This design comes from an exercise in tuning for small area, a short achievable clock period and few clock cycles per item on the open sky130 flow, not from production work.
RTL that was checked went through simulation tests only; none was proved equivalent to the original.
Function not checked in run 1: the RTL went through the layout flow alone.
Power and IR drop assume default switching activity.

## flow/design.v (module list and top-level ports; edited modules follow where they fit)
// module wallace_multi: 1572 lines
// module mfa: 4 lines
// module mha: 4 lines
// module mbs: 5 lines
// module ma22o: 3 lines
// module mxor: 3 lines
module wallace_multi (
    input clk,
    input rst,
    input [15:0] a,
    input [15:0] b,
    output reg [31:0] p,
    output reg done
);
  // ...
==> flow/flow/run.sh <==
#!/bin/bash
set -euo pipefail
export BUFFER_PORTS_ARGS="-buffer_cell sky130_fd_sc_hd__buf_1"
bash standard.sh finish > orfs_make.log 2>&1
==> flow/standard.sh <==
#!/bin/bash
# synth_recipe.tcl (not shown) runs the flow's synth.tcl, then flattens the netlist and writes it again
# the make line also repeats each setting of config.mk as NAME=value (left out here)
make -C /OpenROAD-flow-scripts/flow DESIGN_CONFIG=/design/flow/config.mk WORK_HOME=/design/flow/orfs CLKGATE_MAP_FILE= SYNTH_SCRIPT=/design/flow/synth_recipe.tcl "${@:-finish}"
==> flow/config.mk <==
export PLATFORM = sky130hd
export DESIGN_NAME = wallace_multi
export DESIGN_NICKNAME = wallace_multi
export VERILOG_FILES = /design/flow/design.v
export SDC_FILE = /design/flow/constraint.sdc
export NUM_CORES = 4
export LEC_CHECK = 0
export CAP_MARGIN = 20
export CORE_MARGIN = 2
export CORE_UTILIZATION = 40
export CTS_BUF_LIST = sky130_fd_sc_hd__clkbuf_8
export CTS_CLUSTER_DIAMETER = 80
export CTS_CLUSTER_SIZE = 16
export SETUP_SLACK_MARGIN = 1.8
export SLEW_MARGIN = 20
export SYNTH_HIERARCHICAL = 1
==> flow/constraint.sdc <==
create_clock -name core_clock -period 4.0 [get_ports {clk}]
set_input_delay 0.8000 -clock core_clock [delete_from_list [all_inputs] [get_ports {clk}]]
set_output_delay 0.8000 -clock core_clock [all_outputs]
set_load 0.01 [all_outputs]
==> parameters.txt, run 1 <==
Parameter                              Value

Layout
  Clkbuf count ... 19
  Buffer count excluding the clock tree in the final layout ... 77
  Final antenna diode count ... 0
  Layout Area Growth over Synthesis ... 11.03%
  Number of non-clock inverters in the layout ... 19

Logic synthesis
  Main combinational cell family by area after synthesis ... adder cells
  Average footprint of a synthesized cell ... roughly 13 um2
  Main area contributors after synthesis ... dfxtp_1 42%, fa_1 22%, xor2_1 11%
  Top cell types by occurrence after synthesis ... 227 x dfxtp_1, 134 x xor2_1, 120 x a22o_1, 118 x fa_1, 50 x ha_1
  Post-synth design cell area ... around 0.011 mm2
  Yosys warning total ... 7
  Register area share after synthesis ... between 40% and 50%
  Fraction of synthesized area in multiplexers ... 0%

Clock tree
  CTS H-tree depth ... 1
  Clock Root Buffer ... clkbuf_8

Routing
  Final wirelength ... 22530 um
  Drt via density ... between 5 and 6
  Number of detailed-route iterations in the first pass ... 5
  Vias after detailed routing ... about 6.4k

Worst setup path
  Cells along the critical path ... buf_4 -> a22o_1 -> xor2_1 -> fa_1 -> fa_1 -> ha_1
  Launch point of the worst reg-to-reg path ... r17
  Master of the slowest instance on the critical path ... fa_1
  Critical Path Sink ... r558

Die
  Chip width ... between 150 and 200 um
  # rows ... 60
  Area of the die ... approximately 0.028 mm2

STA
  Setup tns final ... 0 ps
  Hold violation total from the final report ... 0
  Worst-Margin Slew ... between 600 and 700 ps

Pwr
  Maximum vdd ir drop ... approximately 0.37 mV

Min path
  Path type of the worst min-delay path ... in -> async

Outcome
  Run status ... timing/DRC/antenna clean
==> inputs of run 2 (changes only) <==
==> flow/design.v (replaced) <==
module wallace_multi (
    input clk,
    input rst,
    input [15:0] a,
    input [15:0] b,
    output reg [31:0] p,
    output reg done
);
    wire c225;
    wire c227;
    wire c229;
    wire c231;
    wire c233;
    wire c238;
    wire c240;
    wire c245;
    wire c248;
    wire c250;
    wire c255;
    wire c257;
    wire c259;
    wire c261;
    wire c266;
    wire c268;
    wire c270;
    wire c275;
    wire c279;
    wire c281;
    wire c283;
    wire c285;
    wire c290;
    wire c293;
    wire c295;
    wire c297;
    wire c299;
    wire c304;
    wire c307;
    wire c309;
    wire c311;
    wire c313;
    wire c318;
    wire c323;
    wire c325;
    wire c327;
    wire c329;
    wire c331;
    wire c336;
    wire c340;
    wire c342;
    wire c344;
    wire c346;
    wire c348;
    wire c350;
    wire c355;
    wire c359;
    wire c361;
    wire c366;
    wire c368;
    wire c370;
    wire c375;
    wire c380;
    wire c383;
    wire c385;
    wire c389;
    wire c391;
    wire c393;
    wire c395;
    wire c400;
    wire c404;
    wire c406;
    wire c411;
    wire c413;
    wire c415;
    wire c417;
    wire c422;
    wire c427;
    wire c429;
    wire c434;
    wire c436;
    wire c438;
    wire c440;
    wire c445;
    wire c450;
    wire c452;
    wire c454;
    wire c456;
    wire c458;
    wire c460;
    wire c465;
    wire c470;
    wire c472;
    wire c474;
    wire c476;
    wire c478;
    wire c483;
    wire c488;
    wire c490;
    wire c492;
    wire c494;
    wire c496;
    wire c498;
    wire c503;
    wire c506;
    wire c508;
    wire c510;
    wire c512;
    wire c517;
    wire c521;
    wire c523;
    wire c525;
    wire c527;
    wire c532;
    wire c536;
    wire c538;
    wire c540;
    wire c542;
    wire c547;
    wire c549;
    wire c551;
    wire c553;
    wire c558;
    wire c561;
    wire c563;
    wire c568;
    wire c571;
    wire c573;
    wire c575;
    wire c579;
    wire c581;
    wire c586;
    wire c588;
    wire c593;
    wire c595;
    wire c597;
    wire n1;
    wire n2;
    wire n3;
    wire n4;
    wire n5;
    wire n6;
    wire n7;
    wire n8;
    wire n9;
    wire n10;
    wire n11;
    wire n12;
    wire n13;
    wire n14;
    wire n15;
    wire n19;
    wire n22;
    wire n24;
    wire n26;
    wire n28;
    wire n30;
    wire n32;
    wire n34;
    wire n36;
    wire n38;
    wire n40;
    wire n42;
    wire n44;
    wire n46;
    wire n48;
    wire n50;
    wire n51;
    wire n52;
    wire n55;
    wire n57;
    wire n58;
    wire n59;
    wire n60;
    wire n61;
    wire n62;
    wire n63;
    wire n64;
    wire n65;
    wire n66;
    wire n67;
    wire n68;
    wire n69;
    wire n70;
    wire n71;
    wire n72;
    wire n73;
    wire n76;
    wire n78;
    wire n79;
    wire n80;
    wire n81;
    wire n82;
    wire n83;
    wire n84;
    wire n85;
    wire n86;
    wire n87;
    wire n88;
    wire n89;
    wire n90;
    wire n91;
    wire n92;
    wire n93;
    wire n94;
    wire n97;
    wire n99;
    wire n100;
    wire n101;
    wire n102;
    wire n103;
    wire n104;
    wire n105;
    wire n106;
    wire n107;
    wire n108;
    wire n109;
    wire n110;
    wire n111;
    wire n112;
    wire n113;
    wire n114;
    wire n115;
    wire n118;
    wire n120;
    wire n121;
    wire n122;
    wire n123;
    wire n124;
    wire n125;
    wire n126;
    wire n127;
    wire n128;
    wire n129;
    wire n130;
    wire n131;
    wire n132;
    wire n133;
    wire n134;
    wire n135;
    wire n136;
    wire n139;
    wire n141;
    wire n142;
    wire n143;
    wire n144;
    wire n145;
    wire n146;
    wire n147;
    wire n148;
    wire n149;
    wire n150;
    wire n151;
    wire n152;
    wire n153;
    wire n154;
    wire n155;
    wire n156;
    wire n157;
    wire n160;
    wire n162;
    wire n163;
    wire n164;
    wire n165;
    wire n166;
    wire n167;
    wire n168;
    wire n169;
    wire n170;
    wire n171;
    wire n172;
    wire n173;
    wire n174;
    wire n175;
    wire n176;
    wire n177;
    wire n178;
    wire n181;
    wire n183;
    wire n184;
    wire n185;
    wire n186;
    wire n187;
    wire n188;
    wire n189;
    wire n190;
    wire n191;
    wire n192;
    wire n193;
    wire n194;
    wire n195;
    wire n196;
    wire n197;
    wire n198;
    wire n199;
    wire n200;
    wire n201;
    wire n202;
    wire n203;
    wire n204;
    wire n205;
    wire n206;
    wire n207;
    wire n208;
    wire n209;
    wire n210;
    wire n211;
    wire n212;
    wire n213;
    wire n214;
    wire n215;
    wire n216;
    wire n217;
    wire n218;
    wire n219;
    wire n220;
    wire n221;
    wire n222;
    wire n223;
    wire n598;
    wire n599;
    wire n600;
    wire n601;
    wire n602;
    wire n603;
    wire n604;
    wire n607;
    wire n608;
    wire n609;
    wire n610;
    wire n611;
    wire n612;
    wire n613;
    wire n616;
    wire n617;
    wire n618;
    wire n619;
    wire n622;
    wire n623;
    wire n624;
    wire n625;
    wire n626;
    wire n627;
    wire n628;
    wire n629;
    wire n631;
    wire n632;
    wire n635;
    wire n636;
    wire n639;
    wire n640;
    wire n643;
    wire n644;
    wire n647;
    wire n648;
    wire n651;
    wire n652;
    wire n653;
    wire n656;
    wire n657;
    wire n658;
    wire n659;
    wire n660;
    wire n661;
    wire n662;
    wire n663;
    wire n664;
    wire n665;
    wire n666;
    wire n668;
    wire n669;
    wire n670;
    wire n671;
    wire n672;
    wire n673;
    wire n674;
    wire n675;
    wire n677;
    wire n678;
    wire n679;
    wire n680;
    wire n684;
    wire n686;
    wire n688;
    wire n690;
    wire n692;
    wire n693;
    wire n694;
    wire n695;
    wire n696;
    wire n697;
    wire n698;
    wire n699;
    wire n700;
    wire n701;
    wire n705;
    wire n706;
    wire n707;
    wire n708;
    wire n709;
    wire n710;
    wire n713;
    wire n714;
    wire n718;
    wire n720;
    wire n724;
    wire n726;
    wire n727;
    wire n728;
    wire n729;
    wire n730;
    wire n731;
    wire n732;
    wire n733;
    wire n734;
    wire n737;
    wire n738;
    wire n739;
    wire n742;
    wire n744;
    wire n746;
    wire n747;
    wire n748;
    wire n749;
    wire n750;
    wire n752;
    wire n753;
    wire n757;
    wire n759;
    wire n763;
    wire n765;
    wire n766;
    wire n767;
    wire n768;
    wire n769;
    wire n770;
    wire n771;
    wire n774;
    wire n775;
    wire n778;
    wire n779;
    wire n780;
    wire n781;
    wire n782;
    wire n783;
    wire n784;
    wire n785;
    wire n788;
    wire n789;
    wire n792;
    wire n793;
    wire n796;
    wire n797;
    wire n801;
    wire n802;
    wire n803;
    wire n804;
    wire n805;
    wire n806;
    wire n807;
    wire n808;
    wire n809;
    wire n810;
    wire n811;
    wire n812;
    wire n813;
    wire n814;
    wire n815;
    wire n816;
    wire n819;
    wire n820;
    wire n823;
    wire n824;
    wire n827;
    wire n828;
    wire n831;
    wire n832;
    wire n835;
    wire n836;
    wire n841;
    wire n842;
    wire n847;
    wire n848;
    wire n853;
    wire n854;
    wire n855;
    wire n856;
    wire n859;
    wire n860;
    wire n861;
    wire n862;
    wire n863;
    wire n864;
    wire n865;
    wire n866;
    wire n867;
    wire n868;
    wire n869;
    wire n870;
    wire n873;
    wire n874;
    wire n876;
    wire n877;
    wire n879;
    wire n880;
    wire n882;
    wire n883;
    wire n885;
    wire n886;
    wire n888;
    wire n889;
    wire n892;
    wire n893;
    wire n896;
    wire n897;
    wire n900;
    reg r16;
    reg r17;
    reg r18;
    reg r20;
    reg r21;
    reg r23;
    reg r25;
    reg r27;
    reg r29;
    reg r31;
    reg r33;
    reg r35;
    reg r37;
    reg r39;
    reg r41;
    reg r43;
    reg r45;
    reg r47;
    reg r49;
    reg r53;
    reg r54;
    reg r56;
    reg r74;
    reg r75;
    reg r77;
    reg r95;
    reg r96;
    reg r98;
    reg r116;
    reg r117;
    reg r119;
    reg r137;
    reg r138;
    reg r140;
    reg r158;
    reg r159;
    reg r161;
    reg r179;
    reg r180;
    reg r182;
    reg r234;
    reg r235;
    reg r236;
    reg r241;
    reg r242;
    reg r243;
    reg r246;
    reg r251;
    reg r252;
    reg r253;
    reg r262;
    reg r263;
    reg r264;
    reg r271;
    reg r272;
    reg r273;
    reg r276;
    reg r277;
    reg r286;
    reg r287;
    reg r288;
    reg r291;
    reg r300;
    reg r301;
    reg r302;
    reg r305;
    reg r314;
    reg r315;
    reg r316;
    reg r319;
    reg r320;
    reg r321;
    reg r332;
    reg r333;
    reg r334;
    reg r337;
    reg r338;
    reg r351;
    reg r352;
    reg r353;
    reg r356;
    reg r357;
    reg r362;
    reg r363;
    reg r364;
    reg r371;
    reg r372;
    reg r373;
    reg r376;
    reg r377;
    reg r378;
    reg r381;
    reg r386;
    reg r387;
    reg r396;
    reg r397;
    reg r398;
    reg r401;
    reg r402;
    reg r407;
    reg r408;
    reg r409;
    reg r418;
    reg r419;
    reg r420;
    reg r423;
    reg r424;
    reg r425;
    reg r430;
    reg r431;
    reg r432;
    reg r441;
    reg r442;
    reg r443;
    reg r446;
    reg r447;
    reg r448;
    reg r461;
    reg r462;
    reg r463;
    reg r466;
    reg r467;
    reg r468;
    reg r479;
    reg r480;
    reg r481;
    reg r484;
    reg r485;
    reg r486;
    reg r499;
    reg r500;
    reg r501;
    reg r504;
    reg r513;
    reg r514;
    reg r515;
    reg r518;
    reg r519;
    reg r528;
    reg r529;
    reg r530;
    reg r533;
    reg r534;
    reg r543;
    reg r544;
    reg r545;
    reg r554;
    reg r555;
    reg r556;
    reg r559;
    reg r564;
    reg r565;
    reg r566;
    reg r569;
    reg r576;
    reg r577;
    reg r582;
    reg r583;
    reg r584;
    reg r589;
    reg r590;
    reg r591;
    reg r605;
    reg r606;
    reg r614;
    reg r615;
    reg r620;
    reg r621;
    reg r630;
    reg r633;
    reg r634;
    reg r637;
    reg r638;
    reg r641;
    reg r642;
    reg r645;
    reg r646;
    reg r649;
    reg r650;
    reg r654;
    reg r655;
    reg r667;
    reg r676;
    reg r681;
    reg r682;
    reg r683;
    reg r685;
    reg r687;
    reg r689;
    reg r691;
    reg r702;
    reg r703;
    reg r704;
    reg r711;
    reg r712;
    reg r715;
    reg r716;
    reg r717;
    reg r719;
    reg r721;
    reg r722;
    reg r723;
    reg r725;
    reg r735;
    reg r736;
    reg r740;
    reg r741;
    reg r743;
    reg r745;
    reg r751;
    reg r754;
    reg r755;
    reg r756;
    reg r758;
    reg r760;
    reg r761;
    reg r762;
    reg r764;
    reg r772;
    reg r773;
    reg r776;
    reg r777;
    reg r786;
    reg r787;
    reg r790;
    reg r791;
    reg r794;
    reg r795;
    reg r798;
    reg r799;
    reg r800;
    reg r817;
    reg r818;
    reg r821;
    reg r822;
    reg r825;
    reg r826;
    reg r829;
    reg r830;
    reg r833;
    reg r834;
    reg r837;
    reg r838;
    reg r839;
    reg r840;
    reg r843;
    reg r844;
    reg r845;
    reg r846;
    reg r849;
    reg r850;
    reg r851;
    reg r852;
    reg r857;
    reg r858;
    reg r871;
    reg r872;
    reg r875;
    reg r878;
    reg r881;
    reg r884;
    reg r887;
    reg r890;
    reg r891;
    reg r894;
    reg r895;
    reg r898;
    reg r899;
    reg r901;
    reg r902;
    reg r903;
    reg r904;
    reg r905;
    reg r906;
    reg r907;
    reg r908;
    reg r909;
    reg r910;
    reg r911;
    reg r912;
    reg r913;
    reg r914;
    reg r915;
    reg r916;
    reg r917;
    reg r918;
    reg r919;
    reg r920;
    reg r921;
    reg r922;
    reg r923;
    reg r924;
    reg r925;
    reg r926;
    wire s224;
    wire s226;
    wire s228;
    wire s230;
    wire s232;
    wire s237;
    wire s239;
    wire s244;
    wire s247;
    wire s249;
    wire s254;
    wire s256;
    wire s258;
    wire s260;
    wire s265;
    wire s267;
    wire s269;
    wire s274;
    wire s278;
    wire s280;
    wire s282;
    wire s284;
    wire s289;
    wire s292;
    wire s294;
    wire s296;
    wire s298;
    wire s303;
    wire s306;
    wire s308;
    wire s310;
    wire s312;
    wire s317;
    wire s322;
    wire s324;
    wire s326;
    wire s328;
    wire s330;
    wire s335;
    wire s339;
    wire s341;
    wire s343;
    wire s345;
    wire s347;
    wire s349;
    wire s354;
    wire s358;
    wire s360;
    wire s365;
    wire s367;
    wire s369;
    wire s374;
    wire s379;
    wire s382;
    wire s384;
    wire s388;
    wire s390;
    wire s392;
    wire s394;
    wire s399;
    wire s403;
    wire s405;
    wire s410;
    wire s412;
    wire s414;
    wire s416;
    wire s421;
    wire s426;
    wire s428;
    wire s433;
    wire s435;
    wire s437;
    wire s439;
    wire s444;
    wire s449;
    wire s451;
    wire s453;
    wire s455;
    wire s457;
    wire s459;
    wire s464;
    wire s469;
    wire s471;
    wire s473;
    wire s475;
    wire s477;
    wire s482;
    wire s487;
    wire s489;
    wire s491;
    wire s493;
    wire s495;
    wire s497;
    wire s502;
    wire s505;
    wire s507;
    wire s509;
    wire s511;
    wire s516;
    wire s520;
    wire s522;
    wire s524;
    wire s526;
    wire s531;
    wire s535;
    wire s537;
    wire s539;
    wire s541;
    wire s546;
    wire s548;
    wire s550;
    wire s552;
    wire s557;
    wire s560;
    wire s562;
    wire s567;
    wire s570;
    wire s572;
    wire s574;
    wire s578;
    wire s580;
    wire s585;
    wire s587;
    wire s592;
    wire s594;
    wire s596;
    assign n1 = b[1] & ~b[0];
    assign n2 = b[2] ^ b[1];
    assign n3 = (b[3] & ~b[2] & ~b[1]) | (~b[3] & b[2] & b[1]);
    assign n4 = b[4] ^ b[3];
    assign n5 = (b[5] & ~b[4] & ~b[3]) | (~b[5] & b[4] & b[3]);
    assign n6 = b[6] ^ b[5];
    assign n7 = (b[7] & ~b[6] & ~b[5]) | (~b[7] & b[6] & b[5]);
    assign n8 = b[8] ^ b[7];
    assign n9 = (b[9] & ~b[8] & ~b[7]) | (~b[9] & b[8] & b[7]);
    assign n10 = b[10] ^ b[9];
    assign n11 = (b[11] & ~b[10] & ~b[9]) | (~b[11] & b[10] & b[9]);
    assign n12 = b[12] ^ b[11];
    assign n13 = (b[13] & ~b[12] & ~b[11]) | (~b[13] & b[12] & b[11]);
    assign n14 = b[14] ^ b[13];
    assign n15 = (b[15] & ~b[14] & ~b[13]) | (~b[15] & b[14] & b[13]);
    always @(posedge clk) begin
        r16 <= b[0];
        r17 <= a[0];
        r18 <= b[1];
        r20 <= a[1];
        r21 <= n1;
        r23 <= a[2];
        r25 <= a[3];
        r27 <= a[4];
        r29 <= a[5];
        r31 <= a[6];
        r33 <= a[7];
        r35 <= a[8];
        r37 <= a[9];
        r39 <= a[10];
        r41 <= a[11];
        r43 <= a[12];
        r45 <= a[13];
        r47 <= a[14];
        r49 <= a[15];
        r53 <= n2;
        r54 <= b[3];
        r56 <= n3;
        r74 <= n4;
        r75 <= b[5];
        r77 <= n5;
        r95 <= n6;
        r96 <= b[7];
        r98 <= n7;
        r116 <= n8;
        r117 <= b[9];
        r119 <= n9;
        r137 <= n10;
        r138 <= b[11];
        r140 <= n11;
        r158 <= n12;
        r159 <= b[13];
        r161 <= n13;
        r179 <= n14;
        r180 <= b[15];
        r182 <= n15;
    end
    assign n19 = (r16 & r17) ^ r18;
    mbs un22 (.one(r16), .a1(r20), .two(r21), .a0(r17), .neg(r18), .x(n22));
    mbs un24 (.one(r16), .a1(r23), .two(r21), .a0(r20), .neg(r18), .x(n24));
    mbs un26 (.one(r16), .a1(r25), .two(r21), .a0(r23), .neg(r18), .x(n26));
    mbs un28 (.one(r16), .a1(r27), .two(r21), .a0(r25), .neg(r18), .x(n28));
    mbs un30 (.one(r16), .a1(r29), .two(r21), .a0(r27), .neg(r18), .x(n30));
    mbs un32 (.one(r16), .a1(r31), .two(r21), .a0(r29), .neg(r18), .x(n32));
    mbs un34 (.one(r16), .a1(r33), .two(r21), .a0(r31), .neg(r18), .x(n34));
    mbs un36 (.one(r16), .a1(r35), .two(r21), .a0(r33), .neg(r18), .x(n36));
    mbs un38 (.one(r16), .a1(r37), .two(r21), .a0(r35), .neg(r18), .x(n38));
    mbs un40 (.one(r16), .a1(r39), .two(r21), .a0(r37), .neg(r18), .x(n40));
    mbs un42 (.one(r16), .a1(r41), .two(r21), .a0(r39), .neg(r18), .x(n42));
    mbs un44 (.one(r16), .a1(r43), .two(r21), .a0(r41), .neg(r18), .x(n44));
    mbs un46 (.one(r16), .a1(r45), .two(r21), .a0(r43), .neg(r18), .x(n46));
    mbs un48 (.one(r16), .a1(r47), .two(r21), .a0(r45), .neg(r18), .x(n48));
    mbs un50 (.one(r16), .a1(r49), .two(r21), .a0(r47), .neg(r18), .x(n50));
    assign n51 = (r21 & r49) ^ r18;
    assign n52 = ~r18;
    assign n55 = (r53 & r17) ^ r54;
    mbs un57 (.one(r53), .a1(r20), .two(r56), .a0(r17), .neg(r54), .x(n57));
    mbs un58 (.one(r53), .a1(r23), .two(r56), .a0(r20), .neg(r54), .x(n58));
    mbs un59 (.one(r53), .a1(r25), .two(r56), .a0(r23), .neg(r54), .x(n59));
    mbs un60 (.one(r53), .a1(r27), .two(r56), .a0(r25), .neg(r54), .x(n60));
    mbs un61 (.one(r53), .a1(r29), .two(r56), .a0(r27), .neg(r54), .x(n61));
    mbs un62 (.one(r53), .a1(r31), .two(r56), .a0(r29), .neg(r54), .x(n62));
    mbs un63 (.one(r53), .a1(r33), .two(r56), .a0(r31), .neg(r54), .x(n63));
    mbs un64 (.one(r53), .a1(r35), .two(r56), .a0(r33), .neg(r54), .x(n64));
    mbs un65 (.one(r53), .a1(r37), .two(r56), .a0(r35), .neg(r54), .x(n65));
    mbs un66 (.one(r53), .a1(r39), .two(r56), .a0(r37), .neg(r54), .x(n66));
    mbs un67 (.one(r53), .a1(r41), .two(r56), .a0(r39), .neg(r54), .x(n67));
    mbs un68 (.one(r53), .a1(r43), .two(r56), .a0(r41), .neg(r54), .x(n68));
    mbs un69 (.one(r53), .a1(r45), .two(r56), .a0(r43), .neg(r54), .x(n69));
    mbs un70 (.one(r53), .a1(r47), .two(r56), .a0(r45), .neg(r54), .x(n70));
    mbs un71 (.one(r53), .a1(r49), .two(r56), .a0(r47), .neg(r54), .x(n71));
    assign n72 = (r56 & r49) ^ r54;
    assign n73 = ~r54;
    assign n76 = (r74 & r17) ^ r75;
    mbs un78 (.one(r74), .a1(r20), .two(r77), .a0(r17), .neg(r75), .x(n78));
    mbs un79 (.one(r74), .a1(r23), .two(r77), .a0(r20), .neg(r75), .x(n79));
    mbs un80 (.one(r74), .a1(r25), .two(r77), .a0(r23), .neg(r75), .x(n80));
    mbs un81 (.one(r74), .a1(r27), .two(r77), .a0(r25), .neg(r75), .x(n81));
    mbs un82 (.one(r74), .a1(r29), .two(r77), .a0(r27), .neg(r75), .x(n82));
    mbs un83 (.one(r74), .a1(r31), .two(r77), .a0(r29), .neg(r75), .x(n83));
    mbs un84 (.one(r74), .a1(r33), .two(r77), .a0(r31), .neg(r75), .x(n84));
    mbs un85 (.one(r74), .a1(r35), .two(r77), .a0(r33), .neg(r75), .x(n85));
    mbs un86 (.one(r74), .a1(r37), .two(r77), .a0(r35), .neg(r75), .x(n86));
    mbs un87 (.one(r74), .a1(r39), .two(r77), .a0(r37), .neg(r75), .x(n87));
    mbs un88 (.one(r74), .a1(r41), .two(r77), .a0(r39), .neg(r75), .x(n88));
    mbs un89 (.one(r74), .a1(r43), .two(r77), .a0(r41), .neg(r75), .x(n89));
    mbs un90 (.one(r74), .a1(r45), .two(r77), .a0(r43), .neg(r75), .x(n90));
    mbs un91 (.one(r74), .a1(r47), .two(r77), .a0(r45), .neg(r75), .x(n91));
    mbs un92 (.one(r74), .a1(r49), .two(r77), .a0(r47), .neg(r75), .x(n92));
    assign n93 = (r77 & r49) ^ r75;
    assign n94 = ~r75;
    assign n97 = (r95 & r17) ^ r96;
    mbs un99 (.one(r95), .a1(r20), .two(r98), .a0(r17), .neg(r96), .x(n99));
    mbs un100 (.one(r95), .a1(r23), .two(r98), .a0(r20), .neg(r96), .x(n100));
    mbs un101 (.one(r95), .a1(r25), .two(r98), .a0(r23), .neg(r96), .x(n101));
    mbs un102 (.one(r95), .a1(r27), .two(r98), .a0(r25), .neg(r96), .x(n102));
    mbs un103 (.one(r95), .a1(r29), .two(r98), .a0(r27), .neg(r96), .x(n103));
    mbs un104 (.one(r95), .a1(r31), .two(r98), .a0(r29), .neg(r96), .x(n104));
    mbs un105 (.one(r95), .a1(r33), .two(r98), .a0(r31), .neg(r96), .x(n105));
    mbs un106 (.one(r95), .a1(r35), .two(r98), .a0(r33), .neg(r96), .x(n106));
    mbs un107 (.one(r95), .a1(r37), .two(r98), .a0(r35), .neg(r96), .x(n107));
    mbs un108 (.one(r95), .a1(r39), .two(r98), .a0(r37), .neg(r96), .x(n108));
    mbs un109 (.one(r95), .a1(r41), .two(r98), .a0(r39), .neg(r96), .x(n109));
    mbs un110 (.one(r95), .a1(r43), .two(r98), .a0(r41), .neg(r96), .x(n110));
    mbs un111 (.one(r95), .a1(r45), .two(r98), .a0(r43), .neg(r96), .x(n111));
    mbs un112 (.one(r95), .a1(r47), .two(r98), .a0(r45), .neg(r96), .x(n112));
    mbs un113 (.one(r95), .a1(r49), .two(r98), .a0(r47), .neg(r96), .x(n113));
    assign n114 = (r98 & r49) ^ r96;
    assign n115 = ~r96;
    assign n118 = (r116 & r17) ^ r117;
    mbs un120 (.one(r116), .a1(r20), .two(r119), .a0(r17), .neg(r117), .x(n120));
    mbs un121 (.one(r116), .a1(r23), .two(r119), .a0(r20), .neg(r117), .x(n121));
    mbs un122 (.one(r116), .a1(r25), .two(r119), .a0(r23), .neg(r117), .x(n122));
    mbs un123 (.one(r116), .a1(r27), .two(r119), .a0(r25), .neg(r117), .x(n123));
    mbs un124 (.one(r116), .a1(r29), .two(r119), .a0(r27), .neg(r117), .x(n124));
    mbs un125 (.one(r116), .a1(r31), .two(r119), .a0(r29), .neg(r117), .x(n125));
    mbs un126 (.one(r116), .a1(r33), .two(r119), .a0(r31), .neg(r117), .x(n126));
    mbs un127 (.one(r116), .a1(r35), .two(r119), .a0(r33), .neg(r117), .x(n127));
    mbs un128 (.one(r116), .a1(r37), .two(r119), .a0(r35), .neg(r117), .x(n128));
    mbs un129 (.one(r116), .a1(r39), .two(r119), .a0(r37), .neg(r117), .x(n129));
    mbs un130 (.one(r116), .a1(r41), .two(r119), .a0(r39), .neg(r117), .x(n130));
    mbs un131 (.one(r116), .a1(r43), .two(r119), .a0(r41), .neg(r117), .x(n131));
    mbs un132 (.one(r116), .a1(r45), .two(r119), .a0(r43), .neg(r117), .x(n132));
    mbs un133 (.one(r116), .a1(r47), .two(r119), .a0(r45), .neg(r117), .x(n133));
    mbs un134 (.one(r116), .a1(r49), .two(r119), .a0(r47), .neg(r117), .x(n134));
    assign n135 = (r119 & r49) ^ r117;
    assign n136 = ~r117;
    assign n139 = (r137 & r17) ^ r138;
    mbs un141 (.one(r137), .a1(r20), .two(r140), .a0(r17), .neg(r138), .x(n141));
    mbs un142 (.one(r137), .a1(r23), .two(r140), .a0(r20), .neg(r138), .x(n142));
    mbs un143 (.one(r137), .a1(r25), .two(r140), .a0(r23), .neg(r138), .x(n143));
    mbs un144 (.one(r137), .a1(r27), .two(r140), .a0(r25), .neg(r138), .x(n144));
    mbs un145 (.one(r137), .a1(r29), .two(r140), .a0(r27), .neg(r138), .x(n145));
    mbs un146 (.one(r137), .a1(r31), .two(r140), .a0(r29), .neg(r138), .x(n146));
    mbs un147 (.one(r137), .a1(r33), .two(r140), .a0(r31), .neg(r138), .x(n147));
    mbs un148 (.one(r137), .a1(r35), .two(r140), .a0(r33), .neg(r138), .x(n148));
    mbs un149 (.one(r137), .a1(r37), .two(r140), .a0(r35), .neg(r138), .x(n149));
    mbs un150 (.one(r137), .a1(r39), .two(r140), .a0(r37), .neg(r138), .x(n150));
    mbs un151 (.one(r137), .a1(r41), .two(r140), .a0(r39), .neg(r138), .x(n151));
    mbs un152 (.one(r137), .a1(r43), .two(r140), .a0(r41), .neg(r138), .x(n152));
    mbs un153 (.one(r137), .a1(r45), .two(r140), .a0(r43), .neg(r138), .x(n153));
    mbs un154 (.one(r137), .a1(r47), .two(r140), .a0(r45), .neg(r138), .x(n154));
    mbs un155 (.one(r137), .a1(r49), .two(r140), .a0(r47), .neg(r138), .x(n155));
    assign n156 = (r140 & r49) ^ r138;
    assign n157 = ~r138;
    assign n160 = (r158 & r17) ^ r159;
    mbs un162 (.one(r158), .a1(r20), .two(r161), .a0(r17), .neg(r159), .x(n162));
    mbs un163 (.one(r158), .a1(r23), .two(r161), .a0(r20), .neg(r159), .x(n163));
    mbs un164 (.one(r158), .a1(r25), .two(r161), .a0(r23), .neg(r159), .x(n164));
    mbs un165 (.one(r158), .a1(r27), .two(r161), .a0(r25), .neg(r159), .x(n165));
    mbs un166 (.one(r158), .a1(r29), .two(r161), .a0(r27), .neg(r159), .x(n166));
    mbs un167 (.one(r158), .a1(r31), .two(r161), .a0(r29), .neg(r159), .x(n167));
    mbs un168 (.one(r158), .a1(r33), .two(r161), .a0(r31), .neg(r159), .x(n168));
    mbs un169 (.one(r158), .a1(r35), .two(r161), .a0(r33), .neg(r159), .x(n169));
    mbs un170 (.one(r158), .a1(r37), .two(r161), .a0(r35), .neg(r159), .x(n170));
    mbs un171 (.one(r158), .a1(r39), .two(r161), .a0(r37), .neg(r159), .x(n171));
    mbs un172 (.one(r158), .a1(r41), .two(r161), .a0(r39), .neg(r159), .x(n172));
    mbs un173 (.one(r158), .a1(r43), .two(r161), .a0(r41), .neg(r159), .x(n173));
    mbs un174 (.one(r158), .a1(r45), .two(r161), .a0(r43), .neg(r159), .x(n174));
    mbs un175 (.one(r158), .a1(r47), .two(r161), .a0(r45), .neg(r159), .x(n175));
    mbs un176 (.one(r158), .a1(r49), .two(r161), .a0(r47), .neg(r159), .x(n176));
    assign n177 = (r161 & r49) ^ r159;
    assign n178 = ~r159;
    assign n181 = (r179 & r17) ^ r180;
    mbs un183 (.one(r179), .a1(r20), .two(r182), .a0(r17), .neg(r180), .x(n183));
    mbs un184 (.one(r179), .a1(r23), .two(r182), .a0(r20), .neg(r180), .x(n184));
    mbs un185 (.one(r179), .a1(r25), .two(r182), .a0(r23), .neg(r180), .x(n185));
    mbs un186 (.one(r179), .a1(r27), .two(r182), .a0(r25), .neg(r180), .x(n186));
    mbs un187 (.one(r179), .a1(r29), .two(r182), .a0(r27), .neg(r180), .x(n187));
    mbs un188 (.one(r179), .a1(r31), .two(r182), .a0(r29), .neg(r180), .x(n188));
    mbs un189 (.one(r179), .a1(r33), .two(r182), .a0(r31), .neg(r180), .x(n189));
    mbs un190 (.one(r179), .a1(r35), .two(r182), .a0(r33), .neg(r180), .x(n190));
    mbs un191 (.one(r179), .a1(r37), .two(r182), .a0(r35), .neg(r180), .x(n191));
    mbs un192 (.one(r179), .a1(r39), .two(r182), .a0(r37), .neg(r180), .x(n192));
    mbs un193 (.one(r179), .a1(r41), .two(r182), .a0(r39), .neg(r180), .x(n193));
    mbs un194 (.one(r179), .a1(r43), .two(r182), .a0(r41), .neg(r180), .x(n194));
    mbs un195 (.one(r179), .a1(r45), .two(r182), .a0(r43), .neg(r180), .x(n195));
    mbs un196 (.one(r179), .a1(r47), .two(r182), .a0(r45), .neg(r180), .x(n196));
    mbs un197 (.one(r179), .a1(r49), .two(r182), .a0(r47), .neg(r180), .x(n197));
    assign n198 = (r182 & r49) ^ r180;
    assign n199 = ~r180;
    assign n200 = r180 & r17;
    assign n201 = r180 & r20;
    assign n202 = r180 & r23;
    assign n203 = r180 & r25;
    assign n204 = r180 & r27;
    assign n205 = r180 & r29;
    assign n206 = r180 & r31;
    assign n207 = r180 & r33;
    assign n208 = r180 & r35;
    assign n209 = r180 & r37;
    assign n210 = r180 & r39;
    assign n211 = r180 & r41;
    assign n212 = r180 & r43;
    assign n213 = r180 & r45;
    assign n214 = r180 & r47;
    assign n215 = r180 & r49;
    assign n216 = ~n201;
    assign n217 = ~n201;
    assign n218 = ~n204;
    assign n219 = ~n206;
    assign n220 = ~n208;
    assign n221 = ~n210;
    assign n222 = ~n212;
    assign n223 = ~n214;
    mha us224 (.a(r54), .b(n24), .s(s224), .co(c225));
    mha us226 (.a(n26), .b(n57), .s(s226), .co(c227));
    mfa us228 (.a(r75), .b(n28), .c(n58), .s(s228), .co(c229));
    mha us230 (.a(n76), .b(c227), .s(s230), .co(c231));
    mfa us232 (.a(n30), .b(n59), .c(n78), .s(s232), .co(c233));
    mfa us239 (.a(r96), .b(n32), .c(n60), .s(s239), .co(c240));
    mfa us249 (.a(n34), .b(n61), .c(n80), .s(s249), .co(c250));
    mfa us258 (.a(r117), .b(n36), .c(n62), .s(s258), .co(c259));
    mfa us260 (.a(n81), .b(n100), .c(n118), .s(s260), .co(c261));
    mfa us269 (.a(n38), .b(n63), .c(n82), .s(s269), .co(c270));
    mfa us282 (.a(r138), .b(n40), .c(n64), .s(s282), .co(c283));
    mfa us284 (.a(n83), .b(n102), .c(n121), .s(s284), .co(c285));
    mfa us296 (.a(n42), .b(n65), .c(n84), .s(s296), .co(c297));
    mfa us298 (.a(n103), .b(n122), .c(n141), .s(s298), .co(c299));
    mfa us310 (.a(r159), .b(n44), .c(n66), .s(s310), .co(c311));
    mfa us312 (.a(n85), .b(n104), .c(n123), .s(s312), .co(c313));
    mfa us328 (.a(n46), .b(n67), .c(n86), .s(s328), .co(c329));
    mfa us330 (.a(n105), .b(n124), .c(n143), .s(s330), .co(c331));
    mfa us345 (.a(r180), .b(n48), .c(n68), .s(s345), .co(c346));
    mfa us347 (.a(n87), .b(n106), .c(n125), .s(s347), .co(c348));
    mfa us349 (.a(n144), .b(n163), .c(n181), .s(s349), .co(c350));
    mfa us367 (.a(n50), .b(n69), .c(n88), .s(s367), .co(c368));
    mfa us369 (.a(n107), .b(n126), .c(n145), .s(s369), .co(c370));
    mfa us390 (.a(n200), .b(n51), .c(n70), .s(s390), .co(c391));
    mfa us392 (.a(n89), .b(n108), .c(n127), .s(s392), .co(c393));
    mfa us394 (.a(n146), .b(n165), .c(n184), .s(s394), .co(c395));
    mfa us412 (.a(n52), .b(n216), .c(n71), .s(s412), .co(c413));
    mfa us414 (.a(n90), .b(n109), .c(n128), .s(s414), .co(c415));
    mfa us416 (.a(n147), .b(n166), .c(n185), .s(s416), .co(c417));
    mfa us435 (.a(n202), .b(n217), .c(n72), .s(s435), .co(c436));
    mfa us437 (.a(n91), .b(n110), .c(n129), .s(s437), .co(c438));
    mfa us439 (.a(n148), .b(n167), .c(n186), .s(s439), .co(c440));
    mfa us455 (.a(n73), .b(n203), .c(n201), .s(s455), .co(c456));
    mfa us457 (.a(s455), .b(n92), .c(n111), .s(s457), .co(c458));
    mfa us459 (.a(n130), .b(n149), .c(n168), .s(s459), .co(c460));
    mfa us475 (.a(n218), .b(c456), .c(n93), .s(s475), .co(c476));
    mfa us477 (.a(n112), .b(n131), .c(n150), .s(s477), .co(c478));
    mfa us493 (.a(n94), .b(n205), .c(n204), .s(s493), .co(c494));
    mfa us495 (.a(s493), .b(n113), .c(n132), .s(s495), .co(c496));
    mfa us497 (.a(n151), .b(n170), .c(n189), .s(s497), .co(c498));
    mfa us509 (.a(n219), .b(c494), .c(n114), .s(s509), .co(c510));
    mfa us511 (.a(n133), .b(n152), .c(n171), .s(s511), .co(c512));
    mfa us524 (.a(n115), .b(n207), .c(n206), .s(s524), .co(c525));
    mfa us526 (.a(s524), .b(n134), .c(n153), .s(s526), .co(c527));
    mfa us539 (.a(n220), .b(c525), .c(n135), .s(s539), .co(c540));
    mfa us541 (.a(n154), .b(n173), .c(n192), .s(s541), .co(c542));
    mfa us550 (.a(n136), .b(n209), .c(n208), .s(s550), .co(c551));
    mfa us552 (.a(s550), .b(n155), .c(n174), .s(s552), .co(c553));
    mfa us562 (.a(n221), .b(c551), .c(n156), .s(s562), .co(c563));
    mfa us572 (.a(n157), .b(n211), .c(n210), .s(s572), .co(c573));
    mfa us574 (.a(s572), .b(n176), .c(n195), .s(s574), .co(c575));
    mfa us580 (.a(n222), .b(c573), .c(n177), .s(s580), .co(c581));
    mfa us587 (.a(n178), .b(n213), .c(n212), .s(s587), .co(c588));
    mfa us594 (.a(n223), .b(c588), .c(n198), .s(s594), .co(c595));
    mfa us596 (.a(n199), .b(n215), .c(n214), .s(s596), .co(c597));
    assign n598 = n19 & r18;
    assign n599 = n19 ^ r18;
    assign n600 = n55 & s224;
    assign n601 = n55 ^ s224;
    assign n602 = c225 & s226;
    assign n603 = c225 ^ s226;
    assign n604 = s228 & s230;
    assign n670 = c595 & s596;
    assign n671 = c595 ^ s596;
    assign n672 = n22 & n598;
    assign n673 = n22 & n599;
    assign n674 = n602 | (n603 & n600);
    assign n675 = n603 & n601;
    assign n803 = n600 | (n601 & n672);
    assign n804 = n601 & n673;
    assign n855 = n22 ^ n598;
    assign n856 = n601 ^ n672;
    always @(posedge clk) begin
        r234 <= c229;
        r235 <= s232;
        r236 <= c231;
        r241 <= n79;
        r242 <= n97;
        r243 <= c233;
        r246 <= s239;
        r251 <= n99;
        r252 <= c240;
        r253 <= s249;
        r262 <= c250;
        r263 <= s258;
        r264 <= s260;
        r271 <= n101;
        r272 <= n120;
        r273 <= c259;
        r276 <= c261;
        r277 <= s269;
        r286 <= n139;
        r287 <= c270;
        r288 <= s282;
        r291 <= s284;
        r300 <= c283;
        r301 <= c285;
        r302 <= s296;
        r305 <= s298;
        r314 <= n142;
        r315 <= n160;
        r316 <= c297;
        r319 <= c299;
        r320 <= s310;
        r321 <= s312;
        r332 <= n162;
        r333 <= c311;
        r334 <= c313;
        r337 <= s328;
        r338 <= s330;
        r351 <= c329;
        r352 <= c331;
        r353 <= s345;
        r356 <= s347;
        r357 <= s349;
        r371 <= n164;
        r372 <= n183;
        r373 <= c346;
        r376 <= c348;
        r377 <= c350;
        r378 <= s367;
        r381 <= s369;
        r396 <= c368;
        r397 <= c370;
        r398 <= s390;
        r401 <= s392;
        r402 <= s394;
        r418 <= c391;
        r419 <= c393;
        r420 <= c395;
        r423 <= s412;
        r424 <= s414;
        r425 <= s416;
        r441 <= c413;
        r442 <= c415;
        r443 <= c417;
        r446 <= s435;
        r447 <= s437;
        r448 <= s439;
        r461 <= n187;
        r462 <= c436;
        r463 <= c438;
        r466 <= c440;
        r467 <= s457;
        r468 <= s459;
        r479 <= n169;
        r480 <= n188;
        r481 <= c458;
        r484 <= c460;
        r485 <= s475;
        r486 <= s477;
        r499 <= c476;
        r500 <= c478;
        r501 <= s495;
        r504 <= s497;
        r513 <= n190;
        r514 <= c496;
        r515 <= c498;
        r518 <= s509;
        r519 <= s511;
        r528 <= n172;
        r529 <= n191;
        r530 <= c510;
        r533 <= c512;
        r534 <= s526;
        r543 <= c527;
        r544 <= s539;
        r545 <= s541;
        r554 <= n193;
        r555 <= c540;
        r556 <= c542;
        r559 <= s552;
        r564 <= n175;
        r565 <= n194;
        r566 <= c553;
        r569 <= s562;
        r576 <= c563;
        r577 <= s574;
        r582 <= n196;
        r583 <= c575;
        r584 <= s580;
        r589 <= s587;
        r590 <= n197;
        r591 <= c581;
        r605 <= s228;
        r606 <= s230;
        r667 <= s594;
        r676 <= n604;
        r711 <= n670;
        r712 <= n671;
        r715 <= n674;
        r716 <= n675;
        r717 <= n672;
        r719 <= n673;
        r857 <= n603;
        r858 <= n803;
        r901 <= n599;
        r904 <= n855;
        r907 <= n856;
    end
    mfa us237 (.a(r234), .b(r235), .c(r236), .s(s237), .co(c238));
    mfa us244 (.a(r241), .b(r242), .c(r243), .s(s244), .co(c245));
    mha us247 (.a(r246), .b(c238), .s(s247), .co(c248));
    mfa us254 (.a(r251), .b(r252), .c(r253), .s(s254), .co(c255));
    mfa us256 (.a(c245), .b(s254), .c(c248), .s(s256), .co(c257));
    mfa us265 (.a(r262), .b(r263), .c(r264), .s(s265), .co(c266));
    mha us267 (.a(c255), .b(s265), .s(s267), .co(c268));
    mfa us274 (.a(r271), .b(r272), .c(r273), .s(s274), .co(c275));
    mfa us278 (.a(r276), .b(r277), .c(c266), .s(s278), .co(c279));
    mha us280 (.a(s274), .b(c268), .s(s280), .co(c281));
    mfa us289 (.a(r286), .b(r287), .c(r288), .s(s289), .co(c290));
    mfa us292 (.a(r291), .b(c275), .c(s289), .s(s292), .co(c293));
    mfa us294 (.a(c279), .b(s292), .c(c281), .s(s294), .co(c295));
    mfa us303 (.a(r300), .b(r301), .c(r302), .s(s303), .co(c304));
    mfa us306 (.a(r305), .b(c290), .c(s303), .s(s306), .co(c307));
    mha us308 (.a(c293), .b(s306), .s(s308), .co(c309));
    mfa us317 (.a(r314), .b(r315), .c(r316), .s(s317), .co(c318));
    mfa us322 (.a(r319), .b(r320), .c(r321), .s(s322), .co(c323));
    mfa us324 (.a(c304), .b(s317), .c(s322), .s(s324), .co(c325));
    mha us326 (.a(c307), .b(s324), .s(s326), .co(c327));
    mfa us335 (.a(r332), .b(r333), .c(r334), .s(s335), .co(c336));
    mfa us339 (.a(r337), .b(r338), .c(c318), .s(s339), .co(c340));
    mfa us341 (.a(c323), .b(s335), .c(c325), .s(s341), .co(c342));
    mha us343 (.a(s339), .b(c327), .s(s343), .co(c344));
    mfa us354 (.a(r351), .b(r352), .c(r353), .s(s354), .co(c355));
    mfa us358 (.a(r356), .b(r357), .c(c336), .s(s358), .co(c359));
    mfa us360 (.a(s354), .b(c340), .c(s358), .s(s360), .co(c361));
    mfa us374 (.a(r371), .b(r372), .c(r373), .s(s374), .co(c375));
    mfa us379 (.a(r376), .b(r377), .c(r378), .s(s379), .co(c380));
    mfa us382 (.a(r381), .b(c355), .c(s374), .s(s382), .co(c383));
    mfa us384 (.a(s379), .b(c359), .c(s382), .s(s384), .co(c385));
    mfa us399 (.a(r396), .b(r397), .c(r398), .s(s399), .co(c400));
    mfa us403 (.a(r401), .b(r402), .c(c375), .s(s403), .co(c404));
    mfa us405 (.a(c380), .b(s399), .c(c383), .s(s405), .co(c406));
    mfa us421 (.a(r418), .b(r419), .c(r420), .s(s421), .co(c422));
    mfa us426 (.a(r423), .b(r424), .c(r425), .s(s426), .co(c427));
    mfa us428 (.a(c400), .b(s421), .c(s426), .s(s428), .co(c429));
    mfa us444 (.a(r441), .b(r442), .c(r443), .s(s444), .co(c445));
    mfa us449 (.a(r446), .b(r447), .c(r448), .s(s449), .co(c450));
    mfa us451 (.a(c422), .b(c427), .c(s444), .s(s451), .co(c452));
    mfa us453 (.a(s449), .b(c429), .c(s451), .s(s453), .co(c454));
    mfa us464 (.a(r461), .b(r462), .c(r463), .s(s464), .co(c465));
    mfa us469 (.a(r466), .b(r467), .c(r468), .s(s469), .co(c470));
    mfa us471 (.a(c445), .b(c450), .c(s464), .s(s471), .co(c472));
    mfa us473 (.a(s469), .b(c452), .c(s471), .s(s473), .co(c474));
    mfa us482 (.a(r479), .b(r480), .c(r481), .s(s482), .co(c483));
    mfa us487 (.a(r484), .b(r485), .c(r486), .s(s487), .co(c488));
    mfa us489 (.a(c465), .b(c470), .c(s482), .s(s489), .co(c490));
    mfa us491 (.a(s487), .b(c472), .c(s489), .s(s491), .co(c492));
    mfa us502 (.a(r499), .b(r500), .c(r501), .s(s502), .co(c503));
    mfa us505 (.a(r504), .b(c483), .c(c488), .s(s505), .co(c506));
    mfa us507 (.a(s502), .b(c490), .c(s505), .s(s507), .co(c508));
    mfa us516 (.a(r513), .b(r514), .c(r515), .s(s516), .co(c517));
    mfa us520 (.a(r518), .b(r519), .c(c503), .s(s520), .co(c521));
    mfa us522 (.a(s516), .b(c506), .c(s520), .s(s522), .co(c523));
    mfa us531 (.a(r528), .b(r529), .c(r530), .s(s531), .co(c532));
    mfa us535 (.a(r533), .b(r534), .c(c517), .s(s535), .co(c536));
    mfa us537 (.a(s531), .b(c521), .c(s535), .s(s537), .co(c538));
    mfa us546 (.a(r543), .b(r544), .c(r545), .s(s546), .co(c547));
    mfa us548 (.a(c532), .b(s546), .c(c536), .s(s548), .co(c549));
    mfa us557 (.a(r554), .b(r555), .c(r556), .s(s557), .co(c558));
    mfa us560 (.a(r559), .b(c547), .c(s557), .s(s560), .co(c561));
    mfa us567 (.a(r564), .b(r565), .c(r566), .s(s567), .co(c568));
    mfa us570 (.a(r569), .b(c558), .c(s567), .s(s570), .co(c571));
    mfa us578 (.a(r576), .b(r577), .c(c568), .s(s578), .co(c579));
    mfa us585 (.a(r582), .b(r583), .c(r584), .s(s585), .co(c586));
    mfa us592 (.a(r589), .b(r590), .c(r591), .s(s592), .co(c593));
    assign n607 = r605 ^ r606;
    assign n608 = s244 & s247;
    assign n609 = s244 ^ s247;
    assign n610 = c257 & s267;
    assign n611 = c257 ^ s267;
    assign n612 = s278 & s280;
    assign n613 = s278 ^ s280;
    assign n618 = c309 & s326;
    assign n619 = c309 ^ s326;
    assign n653 = c538 & s548;
    assign n657 = c549 & s560;
    assign n658 = c549 ^ s560;
    assign n659 = c561 & s570;
    assign n660 = c561 ^ s570;
    assign n661 = c571 & s578;
    assign n662 = c571 ^ s578;
    assign n663 = c579 & s585;
    assign n664 = c579 ^ s585;
    assign n665 = c586 & s592;
    assign n666 = c586 ^ s592;
    assign n668 = c593 & r667;
    assign n669 = c593 ^ r667;
    assign n677 = s237 & r676;
    assign n678 = s237 & n607;
    assign n679 = s256 & n608;
    assign n680 = s256 & n609;
    assign n707 = n661 | (n662 & n659);
    assign n708 = n662 & n660;
    assign n709 = n665 | (n666 & n663);
    assign n710 = n666 & n664;
    assign n713 = r711 | (r712 & n668);
    assign n714 = r712 & n669;
    assign n718 = r715 | (r716 & r717);
    assign n720 = r716 & r719;
    assign n739 = n713 | (n714 & n709);
    assign n780 = n677 | (n678 & n718);
    assign n781 = n678 & n720;
    assign n805 = r676 | (n607 & n718);
    assign n806 = n607 & n720;
    assign n807 = n608 | (n609 & n780);
    assign n808 = n609 & n781;
    assign n859 = r857 ^ r858;
    assign n860 = n607 ^ n718;
    assign n861 = s237 ^ n805;
    assign n862 = n609 ^ n780;
    assign n863 = s256 ^ n807;
    always @(posedge clk) begin
        r362 <= c342;
        r363 <= s360;
        r364 <= c344;
        r386 <= c361;
        r387 <= s384;
        r407 <= s403;
        r408 <= c385;
        r409 <= s405;
        r430 <= c404;
        r431 <= s428;
        r432 <= c406;
        r614 <= c295;
        r615 <= s308;
        r620 <= s341;
        r621 <= s343;
        r630 <= s453;
        r633 <= c454;
        r634 <= s473;
        r637 <= c474;
        r638 <= s491;
        r641 <= c492;
        r642 <= s507;
        r645 <= c508;
        r646 <= s522;
        r649 <= c523;
        r650 <= s537;
        r654 <= c538;
        r655 <= s548;
        r681 <= n612;
        r682 <= n613;
        r683 <= n610;
        r685 <= n611;
        r687 <= s294;
        r689 <= n618;
        r691 <= n619;
        r702 <= n657;
        r703 <= n658;
        r704 <= n653;
        r721 <= n679;
        r722 <= n680;
        r723 <= n677;
        r725 <= n678;
        r735 <= n707;
        r736 <= n708;
        r740 <= n714;
        r741 <= n710;
        r743 <= n718;
        r745 <= n720;
        r751 <= n739;
        r798 <= n709;
        r837 <= n659;
        r839 <= n660;
        r843 <= n663;
        r845 <= n664;
        r849 <= n668;
        r851 <= n669;
        r890 <= n662;
        r894 <= n666;
        r898 <= r712;
        r902 <= r901;
        r905 <= r904;
        r908 <= r907;
        r910 <= n859;
        r912 <= n860;
        r914 <= n861;
        r916 <= n862;
        r918 <= n863;
    end
    mfa us365 (.a(r362), .b(r363), .c(r364), .s(s365), .co(c366));
    mha us388 (.a(r386), .b(r387), .s(s388), .co(c389));
    mfa us410 (.a(r407), .b(r408), .c(r409), .s(s410), .co(c411));
    mfa us433 (.a(r430), .b(r431), .c(r432), .s(s433), .co(c434));
    assign n616 = r614 & r615;
    assign n617 = r614 ^ r615;
    assign n622 = r620 & r621;
    assign n623 = r620 ^ r621;
    assign n624 = c366 & s388;
    assign n625 = c366 ^ s388;
    assign n626 = c389 & s410;
    assign n627 = c389 ^ s410;
    assign n628 = c411 & s433;
    assign n629 = c411 ^ s433;
    assign n631 = c434 & r630;
    assign n632 = c434 ^ r630;
    assign n635 = r633 & r634;
    assign n636 = r633 ^ r634;
    assign n639 = r637 & r638;
    assign n640 = r637 ^ r638;
    assign n643 = r641 & r642;
    assign n644 = r641 ^ r642;
    assign n647 = r645 & r646;
    assign n648 = r645 ^ r646;
    assign n651 = r649 & r650;
    assign n652 = r649 ^ r650;
    assign n656 = r654 ^ r655;
    assign n684 = r681 | (r682 & r683);
    assign n686 = r682 & r685;
    assign n688 = n617 & r687;
    assign n690 = n622 | (n623 & r689);
    assign n692 = n623 & r691;
    assign n693 = n625 & s365;
    assign n694 = n628 | (n629 & n626);
    assign n695 = n629 & n627;
    assign n696 = n635 | (n636 & n631);
    assign n697 = n636 & n632;
    assign n698 = n643 | (n644 & n639);
    assign n699 = n644 & n640;
    assign n700 = n651 | (n652 & n647);
    assign n701 = n652 & n648;
    assign n705 = r702 | (r703 & r704);
    assign n706 = r703 & n656;
    assign n724 = r721 | (r722 & r723);
    assign n726 = r722 & r725;
    assign n727 = n616 | (n688 & n684);
    assign n728 = n688 & n686;
    assign n729 = n624 | (n693 & n690);
    assign n730 = n693 & n692;
    assign n731 = n696 | (n697 & n694);
    assign n732 = n697 & n695;
    assign n733 = n700 | (n701 & n698);
    assign n734 = n701 & n699;
    assign n737 = r735 | (r736 & n705);
    assign n738 = r736 & n706;
    assign n742 = r740 & r741;
    assign n744 = n724 | (n726 & r743);
    assign n746 = n726 & r745;
    assign n747 = n729 | (n730 & n727);
    assign n748 = n730 & n728;
    assign n749 = n733 | (n734 & n731);
    assign n750 = n734 & n732;
    assign n752 = r751 | (n742 & n737);
    assign n753 = n742 & n738;
    assign n770 = n727 | (n728 & n744);
    assign n771 = n728 & n746;
    assign n782 = n684 | (n686 & n744);
    assign n783 = n686 & n746;
    assign n784 = n690 | (n692 & n770);
    assign n785 = n692 & n771;
    assign n809 = r683 | (r685 & n744);
    assign n810 = r685 & n746;
    assign n811 = r687 & n782;
    assign n812 = r687 & n783;
    assign n813 = r689 | (r691 & n770);
    assign n814 = r691 & n771;
    assign n815 = s365 & n784;
    assign n816 = s365 & n785;
    assign n864 = r685 ^ n744;
    assign n865 = r682 ^ n809;
    assign n866 = r687 ^ n782;
    assign n867 = n617 ^ n811;
    assign n868 = r691 ^ n770;
    assign n869 = n623 ^ n813;
    assign n870 = s365 ^ n784;
    always @(posedge clk) begin
        r754 <= n747;
        r755 <= n748;
        r756 <= n744;
        r758 <= n746;
        r760 <= n752;
        r761 <= n753;
        r762 <= n749;
        r764 <= n750;
        r772 <= n731;
        r773 <= n732;
        r776 <= n737;
        r777 <= n738;
        r786 <= n694;
        r787 <= n695;
        r790 <= n698;
        r791 <= n699;
        r794 <= n705;
        r795 <= n706;
        r799 <= r798;
        r800 <= r741;
        r817 <= n626;
        r818 <= n627;
        r821 <= n631;
        r822 <= n632;
        r825 <= n639;
        r826 <= n640;
        r829 <= n647;
        r830 <= n648;
        r833 <= r704;
        r834 <= n656;
        r838 <= r837;
        r840 <= r839;
        r844 <= r843;
        r846 <= r845;
        r850 <= r849;
        r852 <= r851;
        r871 <= n625;
        r872 <= n815;
        r875 <= n629;
        r878 <= n636;
        r881 <= n644;
        r884 <= n652;
        r887 <= r703;
        r891 <= r890;
        r895 <= r894;
        r899 <= r898;
        r903 <= r902;
        r906 <= r905;
        r909 <= r908;
        r911 <= r910;
        r913 <= r912;
        r915 <= r914;
        r917 <= r916;
        r919 <= r918;
        r920 <= n864;
        r921 <= n865;
        r922 <= n866;
        r923 <= n867;
        r924 <= n868;
        r925 <= n869;
        r926 <= n870;
    end
    assign n757 = r754 | (r755 & r756);
    assign n759 = r755 & r758;
    assign n763 = r760 | (r761 & r762);
    assign n765 = r761 & r764;
    assign n766 = n763 | (n765 & n757);
    assign n767 = n765 & n759;
    assign n768 = r762 | (r764 & n757);
    assign n769 = r764 & n759;
    assign n774 = r772 | (r773 & n757);
    assign n775 = r773 & n759;
    assign n778 = r776 | (r777 & n768);
    assign n779 = r777 & n769;
    assign n788 = r786 | (r787 & n757);
    assign n789 = r787 & n759;
    assign n792 = r790 | (r791 & n774);
    assign n793 = r791 & n775;
    assign n796 = r794 | (r795 & n768);
    assign n797 = r795 & n769;
    assign n801 = r799 | (r800 & n778);
    assign n802 = r800 & n779;
    assign n819 = r817 | (r818 & n757);
    assign n820 = r818 & n759;
    assign n823 = r821 | (r822 & n788);
    assign n824 = r822 & n789;
    assign n827 = r825 | (r826 & n774);
    assign n828 = r826 & n775;
    assign n831 = r829 | (r830 & n792);
    assign n832 = r830 & n793;
    assign n835 = r833 | (r834 & n768);
    assign n836 = r834 & n769;
    assign n841 = r838 | (r840 & n796);
    assign n842 = r840 & n797;
    assign n847 = r844 | (r846 & n778);
    assign n848 = r846 & n779;
    assign n853 = r850 | (r852 & n801);
    assign n854 = r852 & n802;
    assign n873 = r871 ^ r872;
    assign n874 = r818 ^ n757;
    assign n876 = r875 ^ n819;
    assign n877 = r822 ^ n788;
    assign n879 = r878 ^ n823;
    assign n880 = r826 ^ n774;
    assign n882 = r881 ^ n827;
    assign n883 = r830 ^ n792;
    assign n885 = r884 ^ n831;
    assign n886 = r834 ^ n768;
    assign n888 = r887 ^ n835;
    assign n889 = r840 ^ n796;
    assign n892 = r891 ^ n841;
    assign n893 = r846 ^ n778;
    assign n896 = r895 ^ n847;
    assign n897 = r852 ^ n801;
    assign n900 = r899 ^ n853;
    always @(posedge clk) p <= {n900, n897, n896, n893, n892, n889, n888, n886, n885, n883, n882, n880, n879, n877, n876, n874, n873, r926, r925, r924, r923, r922, r921, r920, r919, r917, r915, r913, r911, r909, r906, r903};
    reg [3:0] v;
    always @(posedge clk or negedge rst) begin
        if (!rst) begin
            v <= 4'b0;
            done <= 1'b0;
        end else begin
            v <= {v[2:0], 1'b1};
            done <= v[3];
        end
    end
endmodule
module mfa (input a, input b, input c, output s, output co);
    assign s = a ^ b ^ c;
    assign co = (a & b) | (a & c) | (b & c);
endmodule
module mha (input a, input b, output s, output co);
    assign s = a ^ b;
    assign co = a & b;
endmodule
module mbs (input one, input a1, input two, input a0, input neg, output x);
    wire m;
    ma22o u0 (.a(one), .b(a1), .c(two), .d(a0), .y(m));
    mxor u1 (.a(m), .b(neg), .y(x));
endmodule
module ma22o (input a, input b, input c, input d, output y);
    assign y = (a & b) | (c & d);
endmodule
module mxor (input a, input b, output y);
    assign y = a ^ b;
endmodule
==> flow/flow/run.sh (replaced) <==
#!/bin/bash
set -euo pipefail
export BUFFER_PORTS_ARGS="-buffer_cell sky130_fd_sc_hd__buf_2"
bash standard.sh finish > orfs_make.log 2>&1
==> flow/config.mk (replaced) <==
export PLATFORM = sky130hd
export DESIGN_NAME = wallace_multi
export DESIGN_NICKNAME = wallace_multi
export VERILOG_FILES = /design/flow/design.v
export SDC_FILE = /design/flow/constraint.sdc
export NUM_CORES = 4
export LEC_CHECK = 0
export CAP_MARGIN = 20
export CORE_MARGIN = 2
export CORE_UTILIZATION = 55
export CTS_BUF_LIST = sky130_fd_sc_hd__clkbuf_8
export CTS_CLUSTER_DIAMETER = 80
export CTS_CLUSTER_SIZE = 16
export SETUP_SLACK_MARGIN = 2.0
export SLEW_MARGIN = 20
export SYNTH_HIERARCHICAL = 1
==> run 2 against run 1 <==
Against the previous run: critical path depth decreased by 2; via count grew 8.9%; utilization grew 16 points; non-clock buffer count down 2; final cell count grew 4.1%; combinational power shrank 22%; sequential share of layout area up 7.8 points; final area grew 15%; clock-buffer cell count increased by 5; first-iteration DRC count decreased by 9.0%; critical path type unchanged.
==> parameters.txt, run 2 <==
Parameter                              Value

Clock tree
  TritonCTS clock tree ... yes
  Number of clock sinks ... 323
  Clock latency at the later pin of the worst-skew pair ... around 570 ps
  Number of buffers between clock root and the deepest sink ... 3
  Clock Root Buffer ... clkbuf_8
  Number of clock buffers inserted by TritonCTS ... 24
  Clock transition at the registers of the reported paths ... around 110 ps
  CTS H-tree depth ... 1 (unchanged)

Logic synthesis
  Average footprint of a synthesized cell ... 13.78 um2 (+4.5%)
  Yosys warning total ... 7 (unchanged)
  Synth Net Count ... about 1.1k
  Library cell with the largest summed area after synthesis ... dfxtp_1
  Top cell types by occurrence after synthesis ... 318 x dfxtp_1, 133 x xor2_1, 120 x a22o_1, 118 x fa_1, 48 x ha_1
  Post-synth top area share ... ~50%
  Main area contributors after synthesis ... dfxtp_1 50%, fa_1 19%, xor2_1 9.1%
  Count of mapped cells out of synthesis ... slightly above 900
  Post-synth design cell area ... 0.01273 mm2 (+17%)
  Count of different cell masters after synthesis ... 31
  Register area share after synthesis ... 50.97% (+8.2 points)
  Most common flop cell mapped by yosys ... dfxtp_1
  Flop and latch count out of synthesis ... around 320
  Most used standard cell by instance count after synthesis ... dfxtp_1
  Number of flops mapped to enable cells by yosys ... 0
  Ys async rst share ... ~1.5%

Die
  Initial cell density of the core ... a little under three fifths
  Chip width ... 156.2 um (-7.4%)
  Number of ports placed on the die boundary ... between 60 and 70
  Area of the die ... 0.02439 mm2 (-14%)
  DIE HEIGHT ... roughly 160 um
  # rows ... 55 (-8.3%)
  Core region area ... 0.02271 mm2

Routing
  Iter 0 DRT Violations ... about 330
  Drt via density ... 5.315 (+4.6%)
  WL/cell ... roughly 19 um
  DR DRC count ... 0
  Antenna viol nets, final ... 0
  Vias after detailed routing ... 6968 (+8.9%)
  Number of detailed-route iterations in the first pass ... 6 (+1)
  Final wirelength ... 24270 um (+7.7%)

Pwr
  Cell Pwr Density ... between 600 and 700 mW/mm2
  Maximum vdd ir drop ... 0.4097 mV (+9.8%)
  Static leakage ... about 6.1 nW
  Post-layout power ... between 9 and 10 mW

Worst setup path
  Reg2reg path depth ... 4
  Crit Path Category ... reg -> reg
  Data required time of the worst path ... between 4000 and 5000 ps
  Critical Path Source Type ... flop
  Peak fanout along the critical path ... 1
  Critical path arrival ... approximately 2400 ps
  End of the worst register-to-register path ... r691
  Setup slack, reg-to-reg ... 2040 ps
  CP Launch Point ... r319
  Launch point of the worst reg-to-reg path ... r319
  Critical path capture point type ... flop
  Critical Path Sink ... r691

Min path
  Path type of the worst min-delay path ... in -> reg

STA
  Worst setup slack after layout ... approximately 2000 ps
  Setup tns final ... 0 ps (unchanged)
  Clk_skew ... about 15 ps
  Worst-Margin Slew ... 772.3 ps (+143.9 ps)
  Final min period ... slightly below 2000 ps
  Worst hold margin ... about 320 ps
  Final Slew Violations ... 0
  Achievable clock frequency ... between 500 and 600 MHz
  Hold violation total from the final report ... 0 (unchanged)
  Worst max-slew margin expressed relative to the limit ... 48.45%
  Number of endpoints failing setup at the final stage ... 0
  Period utilization ... roughly half
  RSZ-0062 raised after global routing ... yes

Layout
  Layout cell share with drive strength beyond 1 ... between 10% and 20%
  Biggest register ... p
  Net count of the finished layout ... ~1.2k
  Most common cell after layout, fill and taps aside ... dfxtp_1
  Post-layout util ... about three fifths
  Storage cell area ... 0.006533 mm2
  Fillers ... about 1.8k
  Filler-free cell count of the finished design ... 1311
  Registers with the most flip-flops ... p: 32 flops, v: 4 flops
  Highest-count cells in the layout ignoring fill and taps ... 297 x dfxtp_1, 133 x xor2_1, 120 x a22o_1, 118 x fa_1, 66 x buf_2
  Final antenna diode count ... 0 (unchanged)
  Area of the multi-input gates ... around 0.0061 mm2
  Layout Area Growth over Synthesis ... 9.196%
  Post-route cell area ... around 0.014 mm2
  Max FFs per register ... 32

Global routing
  GRT Total Usage ... about a fifth
  Vias in the first global route ... around 7.5k
  Global-route wire length before repair ... roughly 40000 um
  Residual overflow from global routing ... 0
  Number of antenna violations at the first check in global routing ... 0
  Largest net degree at the start of global routing ... 20

Job
  Number of maximum-capacitance violations ... 0

Outcome
  Run status ... timing/DRC/antenna clean

Place
  Count of placed standard cells including taps ... approximately 1.3k
  Cell area reported after detailed placement ... about 0.013 mm2
  Final HPWL DP ... 17380 um
  Worst slack at placement ... between 1500 and 2000 ps
  Last weighted congestion value of the routability-driven placer ... approximately 0.85
  IO buf count ... 66
[run 2: power by group]
| group | switching [mW] | internal [mW] | total [mW] |
|---|---|---|---|
| clock | 0.964 | 0.557 | 1.52 |
| sequential | 0.555 | 4.43 | 4.98 |
| combinational | 1.58 | 1.53 | 3.11 |
[run 2: critical path, cell delays in order (launching register included)]
cell	delay [ps]
dfxtp_1	330
fa_1	560
fa_1	420
ha_1	290
ha_1	260
[run 2: worst min path at each step]
stage	start	end	slack, ps	cells after the start
6_report	a[14]	r47	320	1
5_1_grt	a[14]	r47	300	1
4_1_cts	a[5]	r29	300	1
3_5_place_dp	r898	r899	310	0
3_3_place_gp	r921	p[9]	310	0
2_1_floorplan	r903	p[0]	310	0
[run 2: logic make-up (layout without fill, tap and decap cells)]
logic type / count (synthesis) / after routing / synth area share, %
AND/OR/NAND/NOR: 85 / 85 / 3.468
other: 1 / 1 / 0.02945
AO/OA/AOI/OAI: 158 / 158 / 10.28
flip-flops: 323 / 323 / 50.97
adder cells (fa/ha/maj): 166 / 166 / 23.27
buffers and inverters: 30 / 132 / 0.9136
XOR/XNOR: 161 / 161 / 11.07
[run 2: per-module statistics from Yosys (local to each module, per instance), excerpt]
module	cells inside	cell area [um2]
ma22o	1	8.758
mha	1	12.51
mfa	1	20.02
mxor	1	8.758
wallace_multi	558	8185
[run 2: what timing repair did]
item / in CTS / in global routing
endpoints found under the hold margin: 5 / 0
setup endpoints to repair: 13 / 12
hold buffers: 1 / 0
setup buffers: 1 / 0
gates resized for setup: 11 / 8
pin swaps: 0 / 2
[run 2: layout make-up]
cell class	count	area share, %
repair buffers	75	3.023
clock buffers	24	2.375
clock inverters	7	0.2969
inverters	26	0.7018
flip-flops and latches	323	46.98
multi-input cells	571	44.06
well taps	285	2.564
[run 2: layer usage]
layer | track usage [%] | routed length [um] | part of all wire (%) | up-vias
met5 | 0 | 0 | 0 | -
li1 | - | - | - | 3302
met1 | 30.03 | 11420 | 47 | 3442
met3 | 3.389 | 1220 | 5.0 | 33
met2 | 33.82 | 11180 | 46 | 191
met4 | 5.286 | 442 | 1.8 | 0
Testbench counts of run 2, summed over its fixed seeds: cycles 16,032, items 16,000.

## re-timing with driven ports
The results above use ideal ports. As a check the final layouts listed here were re-extracted and re-timed, cells and wires unchanged.
Step 1 assumes that a clkbuf_16 drives the clock port and a buf_2 every other input.
Step 2, shift: input delay + t, output delay - t, t = (earliest + latest rising clock arrival at the registers) / 2. This alone moves slack from input paths to output paths.
a / b / c = ideal ports / drivers / drivers and shift; a / b = the first two.
run	t (ns)	setup WS [ns]	slew at the worst register clock pin (ns)	worst slew at a driven data input, ns
run 1	0.576	1.792 / 1.792 / 1.792	0.11 / 0.11	0.04
run 2	0.609	2.043 / 2.043 / 2.043	0.11 / 0.11	0.04
After both steps setup and hold are still met in every run listed.
